From an optimization exercise on the open Yosys and OpenROAD flow, aimed at small area and a short achievable clock period; shortcuts taken in it are not production practice. No functional check of the RTL was part of this run. No activity file was given, so power comes from the tool's default toggle rates.

--- flow/design.v ---
module fp_multiplier (
    input         sign,
    input         clk,
    input         rst,
    input  [16:0] a,
    input  [16:0] b,
    output [17:0] out,
    output        overflow,
    output        underflow
);
  wire [17:0] xa = {sign & a[16], a};
  wire [17:0] yb = {sign & b[16], b};
  wire [8:0] neg_d, one_d, two_d;
  wire [18:0] ybz = {yb, 1'b0};
  genvar gi;
  generate for (gi = 0; gi < 9; gi = gi + 1) begin : benc
    wire y2 = ybz[2*gi+2], y1 = ybz[2*gi+1], y0 = ybz[2*gi];
    assign neg_d[gi] = y2 & ~(y1 & y0);
    assign one_d[gi] = y1 ^ y0;
    assign two_d[gi] = (y2 & ~y1 & ~y0) | (~y2 & y1 & y0);
  end endgenerate
  reg [17:0] xr;
  reg [8:0] negr, oner, twor;
  reg s1;
  always @(posedge clk) begin
    xr <= xa; negr <= neg_d; oner <= one_d; twor <= two_d; s1 <= sign;
  end
  wire [4:0] r8sel = one_d[8] ? xa[4:0] : two_d[8] ? {xa[3:0], 1'b0} : 5'd0;
  wire [5:0] r8sum = {1'b0, r8sel ^ {5{neg_d[8]}}} + neg_d[8];
  reg [5:0] r8r;
  always @(posedge clk) r8r <= r8sum;
  wire lz_d = (1'b1 & ~|yb[10:0]) | (~|xa[0:0] & ~|yb[9:0]) | (~|xa[1:0] & ~|yb[8:0]) | (~|xa[2:0] & ~|yb[7:0]) | (~|xa[3:0] & ~|yb[6:0]) | (~|xa[4:0] & ~|yb[5:0]) | (~|xa[5:0] & ~|yb[4:0]) | (~|xa[6:0] & ~|yb[3:0]) | (~|xa[7:0] & ~|yb[2:0]) | (~|xa[8:0] & ~|yb[1:0]) | (~|xa[9:0] & ~|yb[0:0]) | (~|xa[10:0] & 1'b1);
  reg lz1;
  always @(posedge clk) lz1 <= lz_d;
  wire pp1, pp2, pp3, pp4, pp5, pp6, pp7, pp8, pp9, pp10, pp11, pp12;
  wire pp13, pp14, pp15, pp16, pp17, pp18, pp19, pp20, pp21, pp22, pp23, pp24;
  wire pp25, pp26, pp27, pp28, pp29, pp30, pp31, pp32, pp33, pp34, pp35, pp36;
  wire pp37, pp38, pp39, pp40, pp41, pp42, pp43, pp44, pp45, pp46, pp47, pp48;
  wire pp49, pp50, pp51, pp52, pp53, pp54, pp55, pp56, pp57, pp58, pp59, pp60;
  wire pp61, pp62, pp63, pp64, pp65, pp66, pp67, pp68, pp69, pp70, pp71, pp72;
  wire pp73, pp74, pp75, pp76, pp77, pp78, pp79, pp80, pp81, pp82, pp83, pp84;
  wire pp85, pp86, pp87, pp88, pp89, pp90, pp91, pp92, pp93, pp94, pp95, pp96;
  wire pp97, pp98, pp99, pp100, pp101, pp102, pp103, pp104, pp105, pp106, pp107, pp108;
  wire pp109, pp110, pp111, pp112, pp113, pp114, pp115, pp116, pp117, pp118, pp119, pp120;
  wire pp121, pp122, pp123, pp124, pp125, pp126, pp127, pp128, pp129, pp130, pp131, pp132;
  wire pp133, pp134, pp135, pp136, pp137, pp138, pp139, pp140, pp141, pp142, pp143, pp144;
  wire pp145, pp146, pp147, pp148, pp149, pp150, pp151, pp152, pp153, pp154, pp155, pp156;
  wire pp157, pp158, pp159, pp160, pp161, pp162, pp163, pp164, pp165, pp166, s167, c168;
  wire s169, c170, s171, c172, s173, c174, s175, c176, s177, c178, s179, c180;
  wire s181, c182, s183, c184, s185, c186, s187, c188, s189, c190, s191, c192;
  wire s193, c194, s195, c196, s197, c198, s199, c200, s201, c202, s203, c204;
  wire s205, c206, s207, c208, s209, c210, s211, c212, s213, c214, s215, c216;
  wire s217, c218, s219, c220, s221, c222, s223, c224, s225, c226, s227, c228;
  wire s229, c230, s231, c232, s233, c234, s235, c236, s237, s238, c239, s240;
  wire c241, s242, c243, s244, c245, s246, c247, s248, c249, s250, c251, s252;
  wire c253, s254, c255, s256, c257, s258, c259, s260, c261, s262, c263, s264;
  wire c265, s266, c267, s268, c269, s270, c271, s272, c273, s274, c275, s276;
  wire c277, s278, c279, s280, c281, s282, c283, s284, c285, s286, c287, s288;
  wire c289, s290, c291, s292, c293, s294, c295, s296, c297, s298, c299, s300;
  wire c301, s302, c303, s304, c305, s306, c307, s308, c309, s310, c311, s312;
  wire c313, s314, c315, s316, c317, s318, c319, s320, c321, s322, c323, s324;
  wire s325, c326, s327, c328, s329, c330, s331, c332, s333, c334, s335, c336;
  wire s337, c338, s339, c340, s341, c342, s343, c344, s345, c346, s347, c348;
  wire s349, c350, s351, c352, s353, c354, s355, c356, s357, c358, s359, c360;
  wire s361, c362, s363, c364, s365, c366, s367, c368, s369, c370, s371, c372;
  wire s373, c374, s375, c376, s377, c378, s379, s380, c381, s382, c383, s384;
  wire c385, s386, c387, s388, c389, s390, c391, s392, c393, s394, c395, s396;
  wire c397, s398, c399, s400, c401, s402, c403, s404, c405, s406, c407, s408;
  wire c409, s410, c411, s412, c413, s414, c415, s416, c417, s418, c419, s420;
  wire c421, s422, c423, s424, c425, s426, c427, s428, c429, s430, c431, s432;
  wire c433, s434, c435, s436, c437, s438, c439, s440, c441, s442, lg443, lp444;
  wire lg445, lp446, lg447, lp448, lg449, lp450, lg451, lp452, lg453, lp454, lg455, lp456;
  wire lg457, lp458, lg459, lp460, lg461, lp462, lg463, lp464, lG465, lP466, lG467, lP468;
  wire lG469, lP470, lG471, lP472, lG473, lP474, lG475, lP476, lG477, lP478, lG479, lP480;
  wire lG481, lP482, lG483, lP484, lG485, lP486, lG487, lP488, lG489, lP490, lG491, lP492;
  wire lG493, lP494, lG495, lP496, lG497, lP498, hg499, hp500, hg501, hp502, hg503, hp504;
  wire hg505, hp506, hg507, hp508, hg509, hp510, hg511, hp512, hg513, hp514, hg515, hp516;
  wire hg517, hp518, hg519, hp520, hg521, hp522, hg523, hp524, hg525, hp526, hg527, hp528;
  wire hg529, hp530, hg531, hp532, hg533, hp534, hg535, hp536, hg537, hp538, hg539, hp540;
  wire hg541, hp542, hg543, hp544, hg545, hp546, hG547, hP548, hG549, hP550, hG551, hP552;
  wire hG553, hP554, hG555, hP556, hG557, hP558, hG559, hP560, hG561, hP562, hG563, hP564;
  wire hG565, hP566, hG567, hP568, hG569, hP570, hG571, hP572, hG573, hP574, hG575, hP576;
  wire hG577, hP578, hG579, hP580, hG581, hP582, hG583, hP584, hG585, hP586, hG587, hP588;
  wire hG589, hP590, hG591, hP592, hG593, hP594, hG595, hP596, hG597, hP598, hG599, hP600;
  wire hG601, hP602, hG603, hP604, hG605, hP606, hG607, hP608, hG609, hP610, hG611, hP612;
  wire hG613, hP614, hG615, hP616, hG617, hP618, hG619, hP620, hG621, hP622, hG623, hP624;
  wire hG625, hP626, hG627, hP628, hG629, hP630, hG631, hP632, hG633, hP634, hG635, hP636;
  wire hG637, hP638, hG639, hP640, hG641, hP642, hG643, hP644, hG645, hP646, hG647, hP648;
  wire hG649, hP650;
  assign pp1 = ((oner[0] & xr[0])) ^ negr[0];
  assign pp2 = ((oner[0] & xr[1]) | (twor[0] & xr[0])) ^ negr[0];
  assign pp3 = ((oner[0] & xr[2]) | (twor[0] & xr[1])) ^ negr[0];
  assign pp4 = ((oner[0] & xr[3]) | (twor[0] & xr[2])) ^ negr[0];
  assign pp5 = ((oner[0] & xr[4]) | (twor[0] & xr[3])) ^ negr[0];
  assign pp6 = ((oner[0] & xr[5]) | (twor[0] & xr[4])) ^ negr[0];
  assign pp7 = ((oner[0] & xr[6]) | (twor[0] & xr[5])) ^ negr[0];
  assign pp8 = ((oner[0] & xr[7]) | (twor[0] & xr[6])) ^ negr[0];
  assign pp9 = ((oner[0] & xr[8]) | (twor[0] & xr[7])) ^ negr[0];
  assign pp10 = ((oner[0] & xr[9]) | (twor[0] & xr[8])) ^ negr[0];
  assign pp11 = ((oner[0] & xr[10]) | (twor[0] & xr[9])) ^ negr[0];
  assign pp12 = ((oner[0] & xr[11]) | (twor[0] & xr[10])) ^ negr[0];
  assign pp13 = ((oner[0] & xr[12]) | (twor[0] & xr[11])) ^ negr[0];
  assign pp14 = ((oner[0] & xr[13]) | (twor[0] & xr[12])) ^ negr[0];
  assign pp15 = ((oner[0] & xr[14]) | (twor[0] & xr[13])) ^ negr[0];
  assign pp16 = ((oner[0] & xr[15]) | (twor[0] & xr[14])) ^ negr[0];
  assign pp17 = ((oner[0] & xr[16]) | (twor[0] & xr[15])) ^ negr[0];
  assign pp18 = ((oner[0] & xr[17]) | (twor[0] & xr[16])) ^ negr[0];
  assign pp19 = ((oner[0] & xr[17]) | (twor[0] & xr[17])) ^ negr[0];
  assign pp20 = ~pp19;
  assign pp21 = ((oner[1] & xr[0])) ^ negr[1];
  assign pp22 = ((oner[1] & xr[1]) | (twor[1] & xr[0])) ^ negr[1];
  assign pp23 = ((oner[1] & xr[2]) | (twor[1] & xr[1])) ^ negr[1];
  assign pp24 = ((oner[1] & xr[3]) | (twor[1] & xr[2])) ^ negr[1];
  assign pp25 = ((oner[1] & xr[4]) | (twor[1] & xr[3])) ^ negr[1];
  assign pp26 = ((oner[1] & xr[5]) | (twor[1] & xr[4])) ^ negr[1];
  assign pp27 = ((oner[1] & xr[6]) | (twor[1] & xr[5])) ^ negr[1];
  assign pp28 = ((oner[1] & xr[7]) | (twor[1] & xr[6])) ^ negr[1];
  assign pp29 = ((oner[1] & xr[8]) | (twor[1] & xr[7])) ^ negr[1];
  assign pp30 = ((oner[1] & xr[9]) | (twor[1] & xr[8])) ^ negr[1];
  assign pp31 = ((oner[1] & xr[10]) | (twor[1] & xr[9])) ^ negr[1];
  assign pp32 = ((oner[1] & xr[11]) | (twor[1] & xr[10])) ^ negr[1];
  assign pp33 = ((oner[1] & xr[12]) | (twor[1] & xr[11])) ^ negr[1];
  assign pp34 = ((oner[1] & xr[13]) | (twor[1] & xr[12])) ^ negr[1];
  assign pp35 = ((oner[1] & xr[14]) | (twor[1] & xr[13])) ^ negr[1];
  assign pp36 = ((oner[1] & xr[15]) | (twor[1] & xr[14])) ^ negr[1];
  assign pp37 = ((oner[1] & xr[16]) | (twor[1] & xr[15])) ^ negr[1];
  assign pp38 = ((oner[1] & xr[17]) | (twor[1] & xr[16])) ^ negr[1];
  assign pp39 = ~(((oner[1] & xr[17]) | (twor[1] & xr[17])) ^ negr[1]);
  assign pp40 = ((oner[2] & xr[0])) ^ negr[2];
  assign pp41 = ((oner[2] & xr[1]) | (twor[2] & xr[0])) ^ negr[2];
  assign pp42 = ((oner[2] & xr[2]) | (twor[2] & xr[1])) ^ negr[2];
  assign pp43 = ((oner[2] & xr[3]) | (twor[2] & xr[2])) ^ negr[2];
  assign pp44 = ((oner[2] & xr[4]) | (twor[2] & xr[3])) ^ negr[2];
  assign pp45 = ((oner[2] & xr[5]) | (twor[2] & xr[4])) ^ negr[2];
  assign pp46 = ((oner[2] & xr[6]) | (twor[2] & xr[5])) ^ negr[2];
  assign pp47 = ((oner[2] & xr[7]) | (twor[2] & xr[6])) ^ negr[2];
  assign pp48 = ((oner[2] & xr[8]) | (twor[2] & xr[7])) ^ negr[2];
  assign pp49 = ((oner[2] & xr[9]) | (twor[2] & xr[8])) ^ negr[2];
  assign pp50 = ((oner[2] & xr[10]) | (twor[2] & xr[9])) ^ negr[2];
  assign pp51 = ((oner[2] & xr[11]) | (twor[2] & xr[10])) ^ negr[2];
  assign pp52 = ((oner[2] & xr[12]) | (twor[2] & xr[11])) ^ negr[2];
  assign pp53 = ((oner[2] & xr[13]) | (twor[2] & xr[12])) ^ negr[2];
  assign pp54 = ((oner[2] & xr[14]) | (twor[2] & xr[13])) ^ negr[2];
  assign pp55 = ((oner[2] & xr[15]) | (twor[2] & xr[14])) ^ negr[2];
  assign pp56 = ((oner[2] & xr[16]) | (twor[2] & xr[15])) ^ negr[2];
  assign pp57 = ((oner[2] & xr[17]) | (twor[2] & xr[16])) ^ negr[2];
  assign pp58 = ~(((oner[2] & xr[17]) | (twor[2] & xr[17])) ^ negr[2]);
  assign pp59 = ((oner[3] & xr[0])) ^ negr[3];
  assign pp60 = ((oner[3] & xr[1]) | (twor[3] & xr[0])) ^ negr[3];
  assign pp61 = ((oner[3] & xr[2]) | (twor[3] & xr[1])) ^ negr[3];
  assign pp62 = ((oner[3] & xr[3]) | (twor[3] & xr[2])) ^ negr[3];
  assign pp63 = ((oner[3] & xr[4]) | (twor[3] & xr[3])) ^ negr[3];
  assign pp64 = ((oner[3] & xr[5]) | (twor[3] & xr[4])) ^ negr[3];
  assign pp65 = ((oner[3] & xr[6]) | (twor[3] & xr[5])) ^ negr[3];
  assign pp66 = ((oner[3] & xr[7]) | (twor[3] & xr[6])) ^ negr[3];
  assign pp67 = ((oner[3] & xr[8]) | (twor[3] & xr[7])) ^ negr[3];
  assign pp68 = ((oner[3] & xr[9]) | (twor[3] & xr[8])) ^ negr[3];
  assign pp69 = ((oner[3] & xr[10]) | (twor[3] & xr[9])) ^ negr[3];
  assign pp70 = ((oner[3] & xr[11]) | (twor[3] & xr[10])) ^ negr[3];
  assign pp71 = ((oner[3] & xr[12]) | (twor[3] & xr[11])) ^ negr[3];
  assign pp72 = ((oner[3] & xr[13]) | (twor[3] & xr[12])) ^ negr[3];
  assign pp73 = ((oner[3] & xr[14]) | (twor[3] & xr[13])) ^ negr[3];
  assign pp74 = ((oner[3] & xr[15]) | (twor[3] & xr[14])) ^ negr[3];
  assign pp75 = ((oner[3] & xr[16]) | (twor[3] & xr[15])) ^ negr[3];
  assign pp76 = ((oner[3] & xr[17]) | (twor[3] & xr[16])) ^ negr[3];
  assign pp77 = ~(((oner[3] & xr[17]) | (twor[3] & xr[17])) ^ negr[3]);
  assign pp78 = ((oner[4] & xr[0])) ^ negr[4];
  assign pp79 = ((oner[4] & xr[1]) | (twor[4] & xr[0])) ^ negr[4];
  assign pp80 = ((oner[4] & xr[2]) | (twor[4] & xr[1])) ^ negr[4];
  assign pp81 = ((oner[4] & xr[3]) | (twor[4] & xr[2])) ^ negr[4];
  assign pp82 = ((oner[4] & xr[4]) | (twor[4] & xr[3])) ^ negr[4];
  assign pp83 = ((oner[4] & xr[5]) | (twor[4] & xr[4])) ^ negr[4];
  assign pp84 = ((oner[4] & xr[6]) | (twor[4] & xr[5])) ^ negr[4];
  assign pp85 = ((oner[4] & xr[7]) | (twor[4] & xr[6])) ^ negr[4];
  assign pp86 = ((oner[4] & xr[8]) | (twor[4] & xr[7])) ^ negr[4];
  assign pp87 = ((oner[4] & xr[9]) | (twor[4] & xr[8])) ^ negr[4];
  assign pp88 = ((oner[4] & xr[10]) | (twor[4] & xr[9])) ^ negr[4];
  assign pp89 = ((oner[4] & xr[11]) | (twor[4] & xr[10])) ^ negr[4];
  assign pp90 = ((oner[4] & xr[12]) | (twor[4] & xr[11])) ^ negr[4];
  assign pp91 = ((oner[4] & xr[13]) | (twor[4] & xr[12])) ^ negr[4];
  assign pp92 = ((oner[4] & xr[14]) | (twor[4] & xr[13])) ^ negr[4];
  assign pp93 = ((oner[4] & xr[15]) | (twor[4] & xr[14])) ^ negr[4];
  assign pp94 = ((oner[4] & xr[16]) | (twor[4] & xr[15])) ^ negr[4];
  assign pp95 = ((oner[4] & xr[17]) | (twor[4] & xr[16])) ^ negr[4];
  assign pp96 = ~(((oner[4] & xr[17]) | (twor[4] & xr[17])) ^ negr[4]);
  assign pp97 = ((oner[5] & xr[0])) ^ negr[5];
  assign pp98 = ((oner[5] & xr[1]) | (twor[5] & xr[0])) ^ negr[5];
  assign pp99 = ((oner[5] & xr[2]) | (twor[5] & xr[1])) ^ negr[5];
  assign pp100 = ((oner[5] & xr[3]) | (twor[5] & xr[2])) ^ negr[5];
  assign pp101 = ((oner[5] & xr[4]) | (twor[5] & xr[3])) ^ negr[5];
  assign pp102 = ((oner[5] & xr[5]) | (twor[5] & xr[4])) ^ negr[5];
  assign pp103 = ((oner[5] & xr[6]) | (twor[5] & xr[5])) ^ negr[5];
  assign pp104 = ((oner[5] & xr[7]) | (twor[5] & xr[6])) ^ negr[5];
  assign pp105 = ((oner[5] & xr[8]) | (twor[5] & xr[7])) ^ negr[5];
  assign pp106 = ((oner[5] & xr[9]) | (twor[5] & xr[8])) ^ negr[5];
  assign pp107 = ((oner[5] & xr[10]) | (twor[5] & xr[9])) ^ negr[5];
  assign pp108 = ((oner[5] & xr[11]) | (twor[5] & xr[10])) ^ negr[5];
  assign pp109 = ((oner[5] & xr[12]) | (twor[5] & xr[11])) ^ negr[5];
  assign pp110 = ((oner[5] & xr[13]) | (twor[5] & xr[12])) ^ negr[5];
  assign pp111 = ((oner[5] & xr[14]) | (twor[5] & xr[13])) ^ negr[5];
  assign pp112 = ((oner[5] & xr[15]) | (twor[5] & xr[14])) ^ negr[5];
  assign pp113 = ((oner[5] & xr[16]) | (twor[5] & xr[15])) ^ negr[5];
  assign pp114 = ((oner[5] & xr[17]) | (twor[5] & xr[16])) ^ negr[5];
  assign pp115 = ~(((oner[5] & xr[17]) | (twor[5] & xr[17])) ^ negr[5]);
  assign pp116 = ((oner[6] & xr[0])) ^ negr[6];
  assign pp117 = ((oner[6] & xr[1]) | (twor[6] & xr[0])) ^ negr[6];
  assign pp118 = ((oner[6] & xr[2]) | (twor[6] & xr[1])) ^ negr[6];
  assign pp119 = ((oner[6] & xr[3]) | (twor[6] & xr[2])) ^ negr[6];
  assign pp120 = ((oner[6] & xr[4]) | (twor[6] & xr[3])) ^ negr[6];
  assign pp121 = ((oner[6] & xr[5]) | (twor[6] & xr[4])) ^ negr[6];
  assign pp122 = ((oner[6] & xr[6]) | (twor[6] & xr[5])) ^ negr[6];
  assign pp123 = ((oner[6] & xr[7]) | (twor[6] & xr[6])) ^ negr[6];
  assign pp124 = ((oner[6] & xr[8]) | (twor[6] & xr[7])) ^ negr[6];
  assign pp125 = ((oner[6] & xr[9]) | (twor[6] & xr[8])) ^ negr[6];
  assign pp126 = ((oner[6] & xr[10]) | (twor[6] & xr[9])) ^ negr[6];
  assign pp127 = ((oner[6] & xr[11]) | (twor[6] & xr[10])) ^ negr[6];
  assign pp128 = ((oner[6] & xr[12]) | (twor[6] & xr[11])) ^ negr[6];
  assign pp129 = ((oner[6] & xr[13]) | (twor[6] & xr[12])) ^ negr[6];
  assign pp130 = ((oner[6] & xr[14]) | (twor[6] & xr[13])) ^ negr[6];
  assign pp131 = ((oner[6] & xr[15]) | (twor[6] & xr[14])) ^ negr[6];
  assign pp132 = ((oner[6] & xr[16]) | (twor[6] & xr[15])) ^ negr[6];
  assign pp133 = ((oner[6] & xr[17]) | (twor[6] & xr[16])) ^ negr[6];
  assign pp134 = ~(((oner[6] & xr[17]) | (twor[6] & xr[17])) ^ negr[6]);
  assign pp135 = ((oner[7] & xr[0])) ^ negr[7];
  assign pp136 = ((oner[7] & xr[1]) | (twor[7] & xr[0])) ^ negr[7];
  assign pp137 = ((oner[7] & xr[2]) | (twor[7] & xr[1])) ^ negr[7];
  assign pp138 = ((oner[7] & xr[3]) | (twor[7] & xr[2])) ^ negr[7];
  assign pp139 = ((oner[7] & xr[4]) | (twor[7] & xr[3])) ^ negr[7];
  assign pp140 = ((oner[7] & xr[5]) | (twor[7] & xr[4])) ^ negr[7];
  assign pp141 = ((oner[7] & xr[6]) | (twor[7] & xr[5])) ^ negr[7];
  assign pp142 = ((oner[7] & xr[7]) | (twor[7] & xr[6])) ^ negr[7];
  assign pp143 = ((oner[7] & xr[8]) | (twor[7] & xr[7])) ^ negr[7];
  assign pp144 = ((oner[7] & xr[9]) | (twor[7] & xr[8])) ^ negr[7];
  assign pp145 = ((oner[7] & xr[10]) | (twor[7] & xr[9])) ^ negr[7];
  assign pp146 = ((oner[7] & xr[11]) | (twor[7] & xr[10])) ^ negr[7];
  assign pp147 = ((oner[7] & xr[12]) | (twor[7] & xr[11])) ^ negr[7];
  assign pp148 = ((oner[7] & xr[13]) | (twor[7] & xr[12])) ^ negr[7];
  assign pp149 = ((oner[7] & xr[14]) | (twor[7] & xr[13])) ^ negr[7];
  assign pp150 = ((oner[7] & xr[15]) | (twor[7] & xr[14])) ^ negr[7];
  assign pp151 = ((oner[7] & xr[16]) | (twor[7] & xr[15])) ^ negr[7];
  assign pp152 = ((oner[7] & xr[17]) | (twor[7] & xr[16])) ^ negr[7];
  assign pp153 = ~(((oner[7] & xr[17]) | (twor[7] & xr[17])) ^ negr[7]);
  assign pp154 = ((oner[8] & xr[5]) | (twor[8] & xr[4])) ^ negr[8];
  assign pp155 = ((oner[8] & xr[6]) | (twor[8] & xr[5])) ^ negr[8];
  assign pp156 = ((oner[8] & xr[7]) | (twor[8] & xr[6])) ^ negr[8];
  assign pp157 = ((oner[8] & xr[8]) | (twor[8] & xr[7])) ^ negr[8];
  assign pp158 = ((oner[8] & xr[9]) | (twor[8] & xr[8])) ^ negr[8];
  assign pp159 = ((oner[8] & xr[10]) | (twor[8] & xr[9])) ^ negr[8];
  assign pp160 = ((oner[8] & xr[11]) | (twor[8] & xr[10])) ^ negr[8];
  assign pp161 = ((oner[8] & xr[12]) | (twor[8] & xr[11])) ^ negr[8];
  assign pp162 = ((oner[8] & xr[13]) | (twor[8] & xr[12])) ^ negr[8];
  assign pp163 = ((oner[8] & xr[14]) | (twor[8] & xr[13])) ^ negr[8];
  assign pp164 = ((oner[8] & xr[15]) | (twor[8] & xr[14])) ^ negr[8];
  assign pp165 = ((oner[8] & xr[16]) | (twor[8] & xr[15])) ^ negr[8];
  assign pp166 = ((oner[8] & xr[17]) | (twor[8] & xr[16])) ^ negr[8];
  fp_ha u_s167 (.a(negr[5]), .b(pp11), .s(s167), .co(c168));
  fp_ha u_s169 (.a(pp12), .b(pp30), .s(s169), .co(c170));
  fp_fa u_s171 (.a(negr[6]), .b(pp13), .c(pp31), .s(s171), .co(c172));
  fp_ha u_s173 (.a(pp48), .b(pp65), .s(s173), .co(c174));
  fp_fa u_s175 (.a(pp14), .b(pp32), .c(pp49), .s(s175), .co(c176));
  fp_ha u_s177 (.a(pp66), .b(pp83), .s(s177), .co(c178));
  fp_fa u_s179 (.a(negr[7]), .b(pp15), .c(pp33), .s(s179), .co(c180));
  fp_fa u_s181 (.a(pp50), .b(pp67), .c(pp84), .s(s181), .co(c182));
  fp_ha u_s183 (.a(pp101), .b(pp118), .s(s183), .co(c184));
  fp_fa u_s185 (.a(pp16), .b(pp34), .c(pp51), .s(s185), .co(c186));
  fp_fa u_s187 (.a(pp68), .b(pp85), .c(pp102), .s(s187), .co(c188));
  fp_ha u_s189 (.a(pp119), .b(pp136), .s(s189), .co(c190));
  fp_fa u_s191 (.a(r8r[0]), .b(pp17), .c(pp35), .s(s191), .co(c192));
  fp_fa u_s193 (.a(pp52), .b(pp69), .c(pp86), .s(s193), .co(c194));
  fp_fa u_s195 (.a(pp103), .b(pp120), .c(pp137), .s(s195), .co(c196));
  fp_fa u_s197 (.a(r8r[1]), .b(pp18), .c(pp36), .s(s197), .co(c198));
  fp_fa u_s199 (.a(pp53), .b(pp70), .c(pp87), .s(s199), .co(c200));
  fp_fa u_s201 (.a(pp104), .b(pp121), .c(pp138), .s(s201), .co(c202));
  fp_fa u_s203 (.a(r8r[2]), .b(pp19), .c(pp37), .s(s203), .co(c204));
  fp_fa u_s205 (.a(pp54), .b(pp71), .c(pp88), .s(s205), .co(c206));
  fp_fa u_s207 (.a(pp105), .b(pp122), .c(pp139), .s(s207), .co(c208));
  fp_fa u_s209 (.a(r8r[3]), .b(pp19), .c(pp38), .s(s209), .co(c210));
  fp_fa u_s211 (.a(pp55), .b(pp72), .c(pp89), .s(s211), .co(c212));
  fp_fa u_s213 (.a(pp106), .b(pp123), .c(pp140), .s(s213), .co(c214));
  fp_fa u_s215 (.a(r8r[4]), .b(pp39), .c(pp56), .s(s215), .co(c216));
  fp_fa u_s217 (.a(pp73), .b(pp90), .c(pp107), .s(s217), .co(c218));
  fp_fa u_s219 (.a(pp124), .b(pp141), .c(pp20), .s(s219), .co(c220));
  assign s221 = ~(r8r[5] ^ pp57);
  assign c222 = r8r[5] | pp57;
  fp_fa u_s223 (.a(pp74), .b(pp91), .c(pp108), .s(s223), .co(c224));
  fp_fa u_s225 (.a(pp125), .b(pp142), .c(pp154), .s(s225), .co(c226));
  fp_fa u_s227 (.a(pp58), .b(pp75), .c(pp92), .s(s227), .co(c228));
  fp_fa u_s229 (.a(pp109), .b(pp126), .c(pp143), .s(s229), .co(c230));
  assign s231 = ~(pp76 ^ pp93);
  assign c232 = pp76 | pp93;
  fp_ha u_s233 (.a(pp110), .b(pp127), .s(s233), .co(c234));
  fp_fa u_s235 (.a(pp77), .b(pp94), .c(pp111), .s(s235), .co(c236));
  assign s237 = ~pp95;
  fp_ha u_s238 (.a(negr[3]), .b(pp7), .s(s238), .co(c239));
  fp_ha u_s240 (.a(pp8), .b(pp26), .s(s240), .co(c241));
  fp_fa u_s242 (.a(negr[4]), .b(pp9), .c(pp27), .s(s242), .co(c243));
  fp_ha u_s244 (.a(pp44), .b(pp61), .s(s244), .co(c245));
  fp_fa u_s246 (.a(pp10), .b(pp28), .c(pp45), .s(s246), .co(c247));
  fp_ha u_s248 (.a(pp62), .b(pp79), .s(s248), .co(c249));
  fp_fa u_s250 (.a(pp29), .b(pp46), .c(pp63), .s(s250), .co(c251));
  fp_fa u_s252 (.a(pp80), .b(pp97), .c(s167), .s(s252), .co(c253));
  fp_fa u_s254 (.a(pp47), .b(pp64), .c(pp81), .s(s254), .co(c255));
  fp_fa u_s256 (.a(pp98), .b(c168), .c(s169), .s(s256), .co(c257));
  fp_fa u_s258 (.a(pp82), .b(pp99), .c(pp116), .s(s258), .co(c259));
  fp_fa u_s260 (.a(c170), .b(s173), .c(s171), .s(s260), .co(c261));
  fp_fa u_s262 (.a(pp100), .b(pp117), .c(c174), .s(s262), .co(c263));
  fp_fa u_s264 (.a(s177), .b(c172), .c(s175), .s(s264), .co(c265));
  fp_fa u_s266 (.a(pp135), .b(c178), .c(s183), .s(s266), .co(c267));
  fp_fa u_s268 (.a(c176), .b(s179), .c(s181), .s(s268), .co(c269));
  fp_fa u_s270 (.a(c184), .b(s189), .c(c180), .s(s270), .co(c271));
  fp_fa u_s272 (.a(c182), .b(s185), .c(s187), .s(s272), .co(c273));
  fp_fa u_s274 (.a(c190), .b(c186), .c(c188), .s(s274), .co(c275));
  fp_fa u_s276 (.a(s191), .b(s193), .c(s195), .s(s276), .co(c277));
  fp_fa u_s278 (.a(c192), .b(c194), .c(c196), .s(s278), .co(c279));
  fp_fa u_s280 (.a(s197), .b(s199), .c(s201), .s(s280), .co(c281));
  fp_fa u_s282 (.a(c198), .b(c200), .c(c202), .s(s282), .co(c283));
  fp_fa u_s284 (.a(s203), .b(s205), .c(s207), .s(s284), .co(c285));
  fp_fa u_s286 (.a(c204), .b(c206), .c(c208), .s(s286), .co(c287));
  fp_fa u_s288 (.a(s209), .b(s211), .c(s213), .s(s288), .co(c289));
  fp_fa u_s290 (.a(c210), .b(c212), .c(c214), .s(s290), .co(c291));
  fp_fa u_s292 (.a(s215), .b(s217), .c(s219), .s(s292), .co(c293));
  fp_fa u_s294 (.a(s221), .b(c216), .c(c218), .s(s294), .co(c295));
  fp_fa u_s296 (.a(c220), .b(s223), .c(s225), .s(s296), .co(c297));
  fp_fa u_s298 (.a(pp155), .b(c222), .c(c224), .s(s298), .co(c299));
  fp_fa u_s300 (.a(c226), .b(s227), .c(s229), .s(s300), .co(c301));
  fp_fa u_s302 (.a(pp144), .b(pp156), .c(s231), .s(s302), .co(c303));
  fp_fa u_s304 (.a(s233), .b(c228), .c(c230), .s(s304), .co(c305));
  fp_fa u_s306 (.a(pp128), .b(pp145), .c(pp157), .s(s306), .co(c307));
  fp_fa u_s308 (.a(c232), .b(c234), .c(s235), .s(s308), .co(c309));
  fp_fa u_s310 (.a(pp112), .b(pp129), .c(pp146), .s(s310), .co(c311));
  fp_fa u_s312 (.a(pp158), .b(s237), .c(c236), .s(s312), .co(c313));
  fp_fa u_s314 (.a(pp95), .b(pp96), .c(pp113), .s(s314), .co(c315));
  fp_fa u_s316 (.a(pp130), .b(pp147), .c(pp159), .s(s316), .co(c317));
  assign s318 = ~(pp114 ^ pp131);
  assign c319 = pp114 | pp131;
  fp_ha u_s320 (.a(pp148), .b(pp160), .s(s320), .co(c321));
  fp_fa u_s322 (.a(pp115), .b(pp132), .c(pp149), .s(s322), .co(c323));
  assign s324 = ~pp133;
  fp_ha u_s325 (.a(negr[2]), .b(pp5), .s(s325), .co(c326));
  fp_ha u_s327 (.a(pp6), .b(pp24), .s(s327), .co(c328));
  fp_fa u_s329 (.a(pp25), .b(pp42), .c(pp59), .s(s329), .co(c330));
  fp_fa u_s331 (.a(pp43), .b(pp60), .c(c239), .s(s331), .co(c332));
  fp_fa u_s333 (.a(pp78), .b(c241), .c(s244), .s(s333), .co(c334));
  fp_fa u_s335 (.a(c245), .b(s248), .c(c243), .s(s335), .co(c336));
  fp_fa u_s337 (.a(c249), .b(c247), .c(s250), .s(s337), .co(c338));
  fp_fa u_s339 (.a(c251), .b(s254), .c(c253), .s(s339), .co(c340));
  fp_fa u_s341 (.a(c255), .b(s258), .c(c257), .s(s341), .co(c342));
  fp_fa u_s343 (.a(c259), .b(s262), .c(c261), .s(s343), .co(c344));
  fp_fa u_s345 (.a(c263), .b(s266), .c(c265), .s(s345), .co(c346));
  fp_fa u_s347 (.a(c267), .b(c269), .c(s270), .s(s347), .co(c348));
  fp_fa u_s349 (.a(c271), .b(c273), .c(s274), .s(s349), .co(c350));
  fp_fa u_s351 (.a(c275), .b(c277), .c(s278), .s(s351), .co(c352));
  fp_fa u_s353 (.a(c279), .b(c281), .c(s282), .s(s353), .co(c354));
  fp_fa u_s355 (.a(c283), .b(c285), .c(s286), .s(s355), .co(c356));
  fp_fa u_s357 (.a(c287), .b(c289), .c(s290), .s(s357), .co(c358));
  fp_fa u_s359 (.a(c291), .b(s294), .c(c293), .s(s359), .co(c360));
  fp_fa u_s361 (.a(c295), .b(c297), .c(s298), .s(s361), .co(c362));
  fp_fa u_s363 (.a(s302), .b(c299), .c(c301), .s(s363), .co(c364));
  fp_fa u_s365 (.a(s306), .b(c303), .c(c305), .s(s365), .co(c366));
  fp_fa u_s367 (.a(c307), .b(s310), .c(c309), .s(s367), .co(c368));
  fp_fa u_s369 (.a(c311), .b(s314), .c(s316), .s(s369), .co(c370));
  fp_fa u_s371 (.a(s318), .b(s320), .c(c315), .s(s371), .co(c372));
  fp_fa u_s373 (.a(pp161), .b(c319), .c(c321), .s(s373), .co(c374));
  fp_fa u_s375 (.a(pp150), .b(pp162), .c(s324), .s(s375), .co(c376));
  fp_fa u_s377 (.a(pp133), .b(pp134), .c(pp151), .s(s377), .co(c378));
  assign s379 = ~pp152;
  fp_ha u_s380 (.a(negr[1]), .b(pp3), .s(s380), .co(c381));
  fp_ha u_s382 (.a(pp4), .b(pp22), .s(s382), .co(c383));
  fp_fa u_s384 (.a(pp23), .b(pp40), .c(s325), .s(s384), .co(c385));
  fp_fa u_s386 (.a(pp41), .b(c326), .c(s327), .s(s386), .co(c387));
  fp_fa u_s388 (.a(c328), .b(s238), .c(s329), .s(s388), .co(c389));
  fp_fa u_s390 (.a(s240), .b(c330), .c(s331), .s(s390), .co(c391));
  fp_fa u_s392 (.a(s242), .b(c332), .c(s333), .s(s392), .co(c393));
  fp_fa u_s394 (.a(s246), .b(c334), .c(s335), .s(s394), .co(c395));
  fp_fa u_s396 (.a(s252), .b(c336), .c(s337), .s(s396), .co(c397));
  fp_fa u_s398 (.a(s256), .b(c338), .c(s339), .s(s398), .co(c399));
  fp_fa u_s400 (.a(s260), .b(c340), .c(s341), .s(s400), .co(c401));
  fp_fa u_s402 (.a(s264), .b(c342), .c(s343), .s(s402), .co(c403));
  fp_fa u_s404 (.a(s268), .b(c344), .c(s345), .s(s404), .co(c405));
  fp_fa u_s406 (.a(s272), .b(c346), .c(s347), .s(s406), .co(c407));
  fp_fa u_s408 (.a(s276), .b(c348), .c(s349), .s(s408), .co(c409));
  fp_fa u_s410 (.a(s280), .b(c350), .c(s351), .s(s410), .co(c411));
  fp_fa u_s412 (.a(s284), .b(c352), .c(s353), .s(s412), .co(c413));
  fp_fa u_s414 (.a(s288), .b(c354), .c(s355), .s(s414), .co(c415));
  fp_fa u_s416 (.a(s292), .b(c356), .c(s357), .s(s416), .co(c417));
  fp_fa u_s418 (.a(s296), .b(c358), .c(s359), .s(s418), .co(c419));
  fp_fa u_s420 (.a(s300), .b(c360), .c(s361), .s(s420), .co(c421));
  fp_fa u_s422 (.a(s304), .b(c362), .c(s363), .s(s422), .co(c423));
  fp_fa u_s424 (.a(s308), .b(s365), .c(c364), .s(s424), .co(c425));
  fp_fa u_s426 (.a(s312), .b(c366), .c(s367), .s(s426), .co(c427));
  fp_fa u_s428 (.a(c313), .b(s369), .c(c368), .s(s428), .co(c429));
  fp_fa u_s430 (.a(c317), .b(c370), .c(s371), .s(s430), .co(c431));
  fp_fa u_s432 (.a(s322), .b(s373), .c(c372), .s(s432), .co(c433));
  fp_fa u_s434 (.a(c323), .b(s375), .c(c374), .s(s434), .co(c435));
  fp_fa u_s436 (.a(pp163), .b(c376), .c(s377), .s(s436), .co(c437));
  fp_fa u_s438 (.a(pp164), .b(s379), .c(c378), .s(s438), .co(c439));
  fp_fa u_s440 (.a(pp152), .b(pp153), .c(pp165), .s(s440), .co(c441));
  assign s442 = ~pp166;
  assign lg443 = (negr[0] & pp1);
  assign lp444 = (negr[0] ^ pp1);
  assign lg445 = (pp2 & 1'b0);
  assign lp446 = (pp2 ^ 1'b0);
  assign lg447 = (s380 & pp21);
  assign lp448 = (s380 ^ pp21);
  assign lg449 = (c381 & s382);
  assign lp450 = (c381 ^ s382);
  assign lg451 = (c383 & s384);
  assign lp452 = (c383 ^ s384);
  assign lg453 = (c385 & s386);
  assign lp454 = (c385 ^ s386);
  assign lg455 = (c387 & s388);
  assign lp456 = (c387 ^ s388);
  assign lg457 = (c389 & s390);
  assign lp458 = (c389 ^ s390);
  assign lg459 = (c391 & s392);
  assign lp460 = (c391 ^ s392);
  assign lg461 = (c393 & s394);
  assign lp462 = (c393 ^ s394);
  assign lg463 = (c395 & s396);
  assign lp464 = (c395 ^ s396);
  assign lG465 = lg445 | (lp446 & lg443);
  assign lP466 = lp446 & lp444;
  assign lG467 = lg449 | (lp450 & lg447);
  assign lP468 = lp450 & lp448;
  assign lG469 = lg453 | (lp454 & lg451);
  assign lP470 = lp454 & lp452;
  assign lG471 = lg457 | (lp458 & lg455);
  assign lP472 = lp458 & lp456;
  assign lG473 = lg461 | (lp462 & lg459);
  assign lP474 = lp462 & lp460;
  assign lG475 = lg447 | (lp448 & lG465);
  assign lP476 = lp448 & lP466;
  assign lG477 = lG467 | (lP468 & lG465);
  assign lP478 = lP468 & lP466;
  assign lG479 = lg455 | (lp456 & lG469);
  assign lP480 = lp456 & lP470;
  assign lG481 = lG471 | (lP472 & lG469);
  assign lP482 = lP472 & lP470;
  assign lG483 = lg463 | (lp464 & lG473);
  assign lP484 = lp464 & lP474;
  assign lG485 = lg451 | (lp452 & lG477);
  assign lP486 = lp452 & lP478;
  assign lG487 = lG469 | (lP470 & lG477);
  assign lP488 = lP470 & lP478;
  assign lG489 = lG479 | (lP480 & lG477);
  assign lP490 = lP480 & lP478;
  assign lG491 = lG481 | (lP482 & lG477);
  assign lP492 = lP482 & lP478;
  assign lG493 = lg459 | (lp460 & lG491);
  assign lP494 = lp460 & lP492;
  assign lG495 = lG473 | (lP474 & lG491);
  assign lP496 = lP474 & lP492;
  assign lG497 = lG483 | (lP484 & lG491);
  assign lP498 = lP484 & lP492;
  wire ck_w = lG497;
  wire [10:0] lot = {lp464, lp462, lp460, lp458, lp456, lp454, lp452, lp450, lp448, lp446, lp444};
  wire [22:0] ha_w = {c441, c439, c437, c435, c433, c431, c429, c427, c425, c423, c421, c419, c417, c415, c413, c411, c409, c407, c405, c403, c401, c399, c397};
  wire [22:0] hb_w = {s442, s440, s438, s436, s434, s432, s430, s428, s426, s424, s422, s420, s418, s416, s414, s412, s410, s408, s406, s404, s402, s400, s398};
  reg [22:0] ra;
  reg [22:0] rb;
  reg lor, land, ck, s2, rst_d;
  always @(posedge clk) begin
    ra <= ha_w; rb <= hb_w; s2 <= s1; rst_d <= rst;
    lor <= ~lz1; land <= &lot; ck <= ck_w;
  end
  assign hg499 = (ck & ck);
  assign hp500 = (ck ^ ck);
  assign hg501 = (ra[0] & rb[0]);
  assign hp502 = (ra[0] ^ rb[0]);
  assign hg503 = (ra[1] & rb[1]);
  assign hp504 = (ra[1] ^ rb[1]);
  assign hg505 = (ra[2] & rb[2]);
  assign hp506 = (ra[2] ^ rb[2]);
  assign hg507 = (ra[3] & rb[3]);
  assign hp508 = (ra[3] ^ rb[3]);
  assign hg509 = (ra[4] & rb[4]);
  assign hp510 = (ra[4] ^ rb[4]);
  assign hg511 = (ra[5] & rb[5]);
  assign hp512 = (ra[5] ^ rb[5]);
  assign hg513 = (ra[6] & rb[6]);
  assign hp514 = (ra[6] ^ rb[6]);
  assign hg515 = (ra[7] & rb[7]);
  assign hp516 = (ra[7] ^ rb[7]);
  assign hg517 = (ra[8] & rb[8]);
  assign hp518 = (ra[8] ^ rb[8]);
  assign hg519 = (ra[9] & rb[9]);
  assign hp520 = (ra[9] ^ rb[9]);
  assign hg521 = (ra[10] & rb[10]);
  assign hp522 = (ra[10] ^ rb[10]);
  assign hg523 = (ra[11] & rb[11]);
  assign hp524 = (ra[11] ^ rb[11]);
  assign hg525 = (ra[12] & rb[12]);
  assign hp526 = (ra[12] ^ rb[12]);
  assign hg527 = (ra[13] & rb[13]);
  assign hp528 = (ra[13] ^ rb[13]);
  assign hg529 = (ra[14] & rb[14]);
  assign hp530 = (ra[14] ^ rb[14]);
  assign hg531 = (ra[15] & rb[15]);
  assign hp532 = (ra[15] ^ rb[15]);
  assign hg533 = (ra[16] & rb[16]);
  assign hp534 = (ra[16] ^ rb[16]);
  assign hg535 = (ra[17] & rb[17]);
  assign hp536 = (ra[17] ^ rb[17]);
  assign hg537 = (ra[18] & rb[18]);
  assign hp538 = (ra[18] ^ rb[18]);
  assign hg539 = (ra[19] & rb[19]);
  assign hp540 = (ra[19] ^ rb[19]);
  assign hg541 = (ra[20] & rb[20]);
  assign hp542 = (ra[20] ^ rb[20]);
  assign hg543 = (ra[21] & rb[21]);
  assign hp544 = (ra[21] ^ rb[21]);
  assign hg545 = (ra[22] & rb[22]);
  assign hp546 = (ra[22] ^ rb[22]);
  assign hG547 = hg501 | (hp502 & hg499);
  assign hP548 = hp502 & hp500;
  assign hG549 = hg505 | (hp506 & hg503);
  assign hP550 = hp506 & hp504;
  assign hG551 = hg509 | (hp510 & hg507);
  assign hP552 = hp510 & hp508;
  assign hG553 = hg513 | (hp514 & hg511);
  assign hP554 = hp514 & hp512;
  assign hG555 = hg517 | (hp518 & hg515);
  assign hP556 = hp518 & hp516;
  assign hG557 = hg521 | (hp522 & hg519);
  assign hP558 = hp522 & hp520;
  assign hG559 = hg525 | (hp526 & hg523);
  assign hP560 = hp526 & hp524;
  assign hG561 = hg529 | (hp530 & hg527);
  assign hP562 = hp530 & hp528;
  assign hG563 = hg533 | (hp534 & hg531);
  assign hP564 = hp534 & hp532;
  assign hG565 = hg537 | (hp538 & hg535);
  assign hP566 = hp538 & hp536;
  assign hG567 = hg541 | (hp542 & hg539);
  assign hP568 = hp542 & hp540;
  assign hG569 = hg545 | (hp546 & hg543);
  assign hP570 = hp546 & hp544;
  assign hG571 = hg503 | (hp504 & hG547);
  assign hP572 = hp504 & hP548;
  assign hG573 = hG549 | (hP550 & hG547);
  assign hP574 = hP550 & hP548;
  assign hG575 = hg511 | (hp512 & hG551);
  assign hP576 = hp512 & hP552;
  assign hG577 = hG553 | (hP554 & hG551);
  assign hP578 = hP554 & hP552;
  assign hG579 = hg519 | (hp520 & hG555);
  assign hP580 = hp520 & hP556;
  assign hG581 = hG557 | (hP558 & hG555);
  assign hP582 = hP558 & hP556;
  assign hG583 = hg527 | (hp528 & hG559);
  assign hP584 = hp528 & hP560;
  assign hG585 = hG561 | (hP562 & hG559);
  assign hP586 = hP562 & hP560;
  assign hG587 = hg535 | (hp536 & hG563);
  assign hP588 = hp536 & hP564;
  assign hG589 = hG565 | (hP566 & hG563);
  assign hP590 = hP566 & hP564;
  assign hG591 = hg543 | (hp544 & hG567);
  assign hP592 = hp544 & hP568;
  assign hG593 = hG569 | (hP570 & hG567);
  assign hP594 = hP570 & hP568;
  assign hG595 = hg507 | (hp508 & hG573);
  assign hP596 = hp508 & hP574;
  assign hG597 = hG551 | (hP552 & hG573);
  assign hP598 = hP552 & hP574;
  assign hG599 = hG575 | (hP576 & hG573);
  assign hP600 = hP576 & hP574;
  assign hG601 = hG577 | (hP578 & hG573);
  assign hP602 = hP578 & hP574;
  assign hG603 = hg523 | (hp524 & hG581);
  assign hP604 = hp524 & hP582;
  assign hG605 = hG559 | (hP560 & hG581);
  assign hP606 = hP560 & hP582;
  assign hG607 = hG583 | (hP584 & hG581);
  assign hP608 = hP584 & hP582;
  assign hG609 = hG585 | (hP586 & hG581);
  assign hP610 = hP586 & hP582;
  assign hG611 = hg539 | (hp540 & hG589);
  assign hP612 = hp540 & hP590;
  assign hG613 = hG567 | (hP568 & hG589);
  assign hP614 = hP568 & hP590;
  assign hG615 = hG591 | (hP592 & hG589);
  assign hP616 = hP592 & hP590;
  assign hG617 = hG593 | (hP594 & hG589);
  assign hP618 = hP594 & hP590;
  assign hG619 = hg515 | (hp516 & hG601);
  assign hP620 = hp516 & hP602;
  assign hG621 = hG555 | (hP556 & hG601);
  assign hP622 = hP556 & hP602;
  assign hG623 = hG579 | (hP580 & hG601);
  assign hP624 = hP580 & hP602;
  assign hG625 = hG581 | (hP582 & hG601);
  assign hP626 = hP582 & hP602;
  assign hG627 = hG603 | (hP604 & hG601);
  assign hP628 = hP604 & hP602;
  assign hG629 = hG605 | (hP606 & hG601);
  assign hP630 = hP606 & hP602;
  assign hG631 = hG607 | (hP608 & hG601);
  assign hP632 = hP608 & hP602;
  assign hG633 = hG609 | (hP610 & hG601);
  assign hP634 = hP610 & hP602;
  assign hG635 = hg531 | (hp532 & hG633);
  assign hP636 = hp532 & hP634;
  assign hG637 = hG563 | (hP564 & hG633);
  assign hP638 = hP564 & hP634;
  assign hG639 = hG587 | (hP588 & hG633);
  assign hP640 = hP588 & hP634;
  assign hG641 = hG589 | (hP590 & hG633);
  assign hP642 = hP590 & hP634;
  assign hG643 = hG611 | (hP612 & hG633);
  assign hP644 = hP612 & hP634;
  assign hG645 = hG613 | (hP614 & hG633);
  assign hP646 = hP614 & hP634;
  assign hG647 = hG615 | (hP616 & hG633);
  assign hP648 = hP616 & hP634;
  assign hG649 = hG617 | (hP618 & hG633);
  assign hP650 = hP618 & hP634;
  wire [33:11] ph = {(hp546 ^ hG647), (hp544 ^ hG645), (hp542 ^ hG643), (hp540 ^ hG641), (hp538 ^ hG639), (hp536 ^ hG637), (hp534 ^ hG635), (hp532 ^ hG633), (hp530 ^ hG631), (hp528 ^ hG629), (hp526 ^ hG627), (hp524 ^ hG625), (hp522 ^ hG623), (hp520 ^ hG621), (hp518 ^ hG619), (hp516 ^ hG601), (hp514 ^ hG599), (hp512 ^ hG597), (hp510 ^ hG595), (hp508 ^ hG573), (hp506 ^ hG571), (hp504 ^ hG547), (hp502 ^ hg499)};
  wire neg = s2 & ph[33];
  wire ovf_w = neg ? ~&ph[33:25] : |ph[33:24];
  wire unf_w = neg ? ~(&ph[15:11] & land) : (|ph[15:11] | lor);
  wire clr = rst | rst_d;
  reg [17:0] out_r;
  reg overflow_r, underflow_r;
  always @(posedge clk) begin
    out_r       <= clr ? 18'd0 : ph[31:14];
    overflow_r  <= clr ? 1'b0 : ovf_w;
    underflow_r <= clr ? 1'b0 : unf_w;
  end
  assign overflow = overflow_r;
  assign underflow = underflow_r;
  assign out = out_r;
endmodule
module fp_fa (input a, input b, input c, output s, output co);
  assign s = a ^ b ^ c;
  assign co = (a & b) | (c & (a ^ b));
endmodule
module fp_ha (input a, input b, output s, output co);
  assign s = a ^ b;
  assign co = a & b;
endmodule
--- flow/flow/run.sh ---
#!/bin/bash
# Standard layout, with a plain buffer (buf_1) on every input and output port,
# a clock tree of clkbuf_8 cells and no dummy clock loads.
set -euo pipefail
bash standard.sh "BUFFER_PORTS_ARGS=-buffer_cell sky130_fd_sc_hd__buf_1" \
  "CTS_ARGS=-sink_clustering_enable -repair_clock_nets -dont_use_dummy_load -buf_list sky130_fd_sc_hd__clkbuf_8" \
  finish > make_finish.log 2>&1
--- flow/standard.sh ---
#!/bin/bash
# synth_recipe.tcl (not shown) runs the flow's synth.tcl, then flattens the netlist and writes it again
# the make line also repeats each setting of config.mk as NAME=value (left out here)
make -C /OpenROAD-flow-scripts/flow DESIGN_CONFIG=/design/flow/config.mk WORK_HOME=/design/flow/orfs CLKGATE_MAP_FILE= SYNTH_SCRIPT=/design/flow/synth_recipe.tcl "${@:-finish}"
--- flow/config.mk ---
export PLATFORM = sky130hd
export DESIGN_NAME = fp_multiplier
export DESIGN_NICKNAME = fp_multiplier
export VERILOG_FILES = /design/flow/design.v
export SDC_FILE = /design/flow/constraint.sdc
export NUM_CORES = 4
export LEC_CHECK = 0
export CAP_MARGIN = 20
export CORE_MARGIN = 2
export CORE_UTILIZATION = 40
export SETUP_SLACK_MARGIN = 4.9
export SLEW_MARGIN = 20
export SYNTH_HIERARCHICAL = 1
--- flow/constraint.sdc ---
create_clock -name core_clock -period 8.0 [get_ports {clk}]
set_input_delay 1.6000 -clock core_clock [delete_from_list [all_inputs] [get_ports {clk}]]
set_output_delay 1.6000 -clock core_clock [all_outputs]
set_load 0.01 [all_outputs]
==> run summary <==
run status=no timing/DRC/antenna violations; synth cell count leaders=xnor2_1, a22oi_1, dfxtp_1; WP buf/inv=1; design area=11100 µm²; die footprint=26500 µm²; Post-synth EDFFs=0; PD cells=329 nW/µm²; Critical-path top delay cell=fa_1; Peak supply drop=0.000125 V; count of cell types in the netlist=59; Critical Path Start Type=flip-flop; Setup TNS=0 ns; Post-Syn Nets=1186; max incr delay on CP=0.52 ns; crit path time final=3.05 ns; std cell rows=58; Fmax achieved=328 MHz; register bit total from synthesis=124; Critical Path RT=8.35 ns; fin. max-slew vios=0; Pleak=4.14 nW; CTS Buf Count=17; CP endpoint kind=flip-flop; CORE AREA=25000 µm²; I/O Buffers=56; arrival time worst endpoint=3.40 ns; worst-path fanout max=9; CP delay by family, top=adder cells; top-area cell type share of the netlist area=24.6%; utilization after layout=44.4%; Ys Warns=7; CTS root buffer=clkbuf_8; flop-to-flop setup slack=4.95 ns; Initial Util=40.4%; largest net degree at the start of global routing=21; Clock transition at path regs=0.08 ns; area leader, netlist=dfxtp_1; CTS tree=yes; Max clock buf depth=2; GPL Wtd Cong=0.857; worst setup path category=flip-flop to flip-flop; vias=7221; Post-route DRC=0; post-synthesis cell count=969; routed wire length=24300 µm; Seq/Total Area, Yosys=24.6%; 1st-iter DRT viols=660; most common cell in the netlist=xnor2_1; Clock Skews=0.0345 ns; mapped cell area=10100 µm²; syn_area_per_cell=10.4 µm²; antenna cell count=0; Slew headroom=45.6%; DRT antenna net count=0; Min-Delay Path Class=flip-flop to flip-flop; Final Hold Fails=0; area grow syn2layout=10.1%; post-DR vias/cell=5.46; top cells by area in the synthesized netlist=dfxtp_1, fa_1, xnor2_1; Clock Sink Count=124; die span in y=163 µm; most used cell, CP=fa_1; Overall Global Routing Usage=18.6%; first-pass GRT wire length=38600 µm; initial antenna violation count=0; Final setup viols=0; fraction of layout cells with a size suffix above 1=12.1%; HPWL after detailed placement=17600 µm; Main synth FF type=dfxtp_1; part of the cycle the worst path needs=38.1%; Max Cap Viol=0; remaining global-route overflow=0; Pre-antenna DRT Iters=6; crit path cell chain=buf_4, a22oi_1, xnor2_1, fa_1, fa_1, fa_1, ha_1, nand4_1, nor4_2; fin nets=1211; IO Pins=57; quantity of hold-fixing buffers added after cts=0; unrepaired setup endpoints after global routing=true; die width=163 µm; number of global-route vias before repair=7003; Worst-Skew Late Latency=0.45 ns; Worst-Margin Slew=0.816 ns; Area after DPL=10400 µm²; # H-tree levels=4; async set-reset flop share out of synthesis=0%; Routed WL per cell=18.4 µm
area by class of cell:
class,instances,area (µm²)
clock buffers,17,234
fillers,2423,13900
inverters,22,82.6
multi-input cells,730,7200
flip-flops and latches,124,2590
well taps,330,413
repair buffers,99,569
worst paths after layout:
| check | startpoint | endpoint | depth (start not counted) |
|---|---|---|---|
| worst min-delay path | s1 | s2 | 0 |
| worst max-delay path | oner[0] | land | 9 |
| worst min register to register | s1 | s2 | 0 |
| worst max register to register | oner[0] | land | 9 |
repair_timing:
action | 4_1_cts | 5_1_grt
setup endpoints to repair | 32 | 15
resized for setup | 41 | 33
pin swaps | 0 | 7
setup buffers | 0 | 38
cell usage in the layout, fill, tap and decap left out, types with 3 or more instances in the layout:
master | Yosys | final
buf_6 | 1 | 3
o22ai_1 | 3 | 3
dfxtp_1 | 124 | 85
and2_1 | 5 | 5
fa_1 | 122 | 121
a21oi_1 | 19 | 19
o211ai_1 | 4 | 4
buf_1 | 20 | 56
nor3b_1 | 3 | 3
nand3b_1 | 6 | 6
nor4_1 | 5 | 4
a22oi_1 | 148 | 145
and3_1 | 3 | 3
xor2_1 | 21 | 21
nor2_1 | 36 | 36
a211oi_1 | 3 | 3
nand2_1 | 27 | 27
dfxtp_2 | 0 | 14
buf_4 | 0 | 36
nor2b_1 | 10 | 10
a22oi_2 | 0 | 3
nand3_1 | 11 | 10
inv_1 | 22 | 22
a21o_1 | 4 | 4
nand4_1 | 4 | 4
clkbuf_8 | 0 | 17
ha_1 | 58 | 58
o21ai_0 | 26 | 26
xnor2_1 | 163 | 162
nor3_1 | 8 | 8
dfxtp_4 | 0 | 25
nand2b_1 | 6 | 6
where the power goes:
part	total [mW]	leakage, nW	switching [mW]	internal, mW
sequential	0.951	1.05	0.130	0.821
clock	0.396	0.122	0.210	0.186
combinational	2.30	2.97	1.24	1.06
total	3.65	4.14	1.58	2.07
Yosys stat by module, one instance, submodules excluded:
| module | cells | flops+latches | times used | cell area (µm²) |
|---|---|---|---|---|
| fp_ha | 1 | 0 | 16 | 12.5 |
| fp_multiplier | 836 | 124 | 1 | 7530 |
| fp_fa | 1 | 0 | 117 | 20.0 |
registers in the layout (all words and copies together) (netlist names), 6 cells and up:
register	cells
ra	23
rb	23
out_r	18
xr	18
negr	9
oner	9
twor	9
r8r	6
layer usage:
layer  wire length [µm]  share of wire, %  track usage (%)
met1              11400                47             27.3
met2              10700                44             27.7
met3               1960               8.1             4.15
met4                208              0.86             5.03
met5                  0                 0                0
logic make-up after synthesis:
group | Yosys count | share of synthesized area (%)
AOI/OAI and AO/OA | 230 | 16.5
xor gates and xnor gates | 184 | 16.0
adders and majority gates | 180 | 31.4
and+or+nand+nor | 134 | 6.87
DFF | 124 | 24.6
buffers and inverters | 115 | 4.36
muxes | 2 | 0.223
per-stage QoR:
step           hold slack, ns  total power, mW  cells  setup slack, ns
6_report                0.359             3.65   1322             4.95
5_1_grt                 0.350             4.07   1322             4.85
4_1_cts                 0.350             3.67   1284             4.78
3_5_place_dp            0.380             3.24   1267             4.35
3_3_place_gp            0.377             3.18   1267             4.48
2_1_floorplan           0.310             2.66    969             4.85

-- static timing again, ports no longer ideal --
How much do the figures lean on ideal ports? The routed layout below was timed once more, with nothing changed but the port constraints.
Step 1: set_driving_cell puts a clkbuf_16 on clk and a buf_2 on each other input, an assumption about the parent block.
Step 2 also shifts input and output timing later by t, the mid clock arrival at the registers, as if the neighbouring blocks saw the same clock.
Slacks: ideal ports / drivers / drivers and shift; pairs: ideal ports / drivers.
t (ns): 0.466
slack for setup (ns): 4.953 / 4.953 / 4.695
worst setup path at the end: input to register
latest minus earliest clock arrival (ns): 0.034 / 0.035
worst register clock-pin slew, ns: 0.08 / 0.08
After both steps setup and hold are still met in this run. For this run, drivers alone change the setup slack by 0.000 ns; drivers and shift together by -0.258 ns.
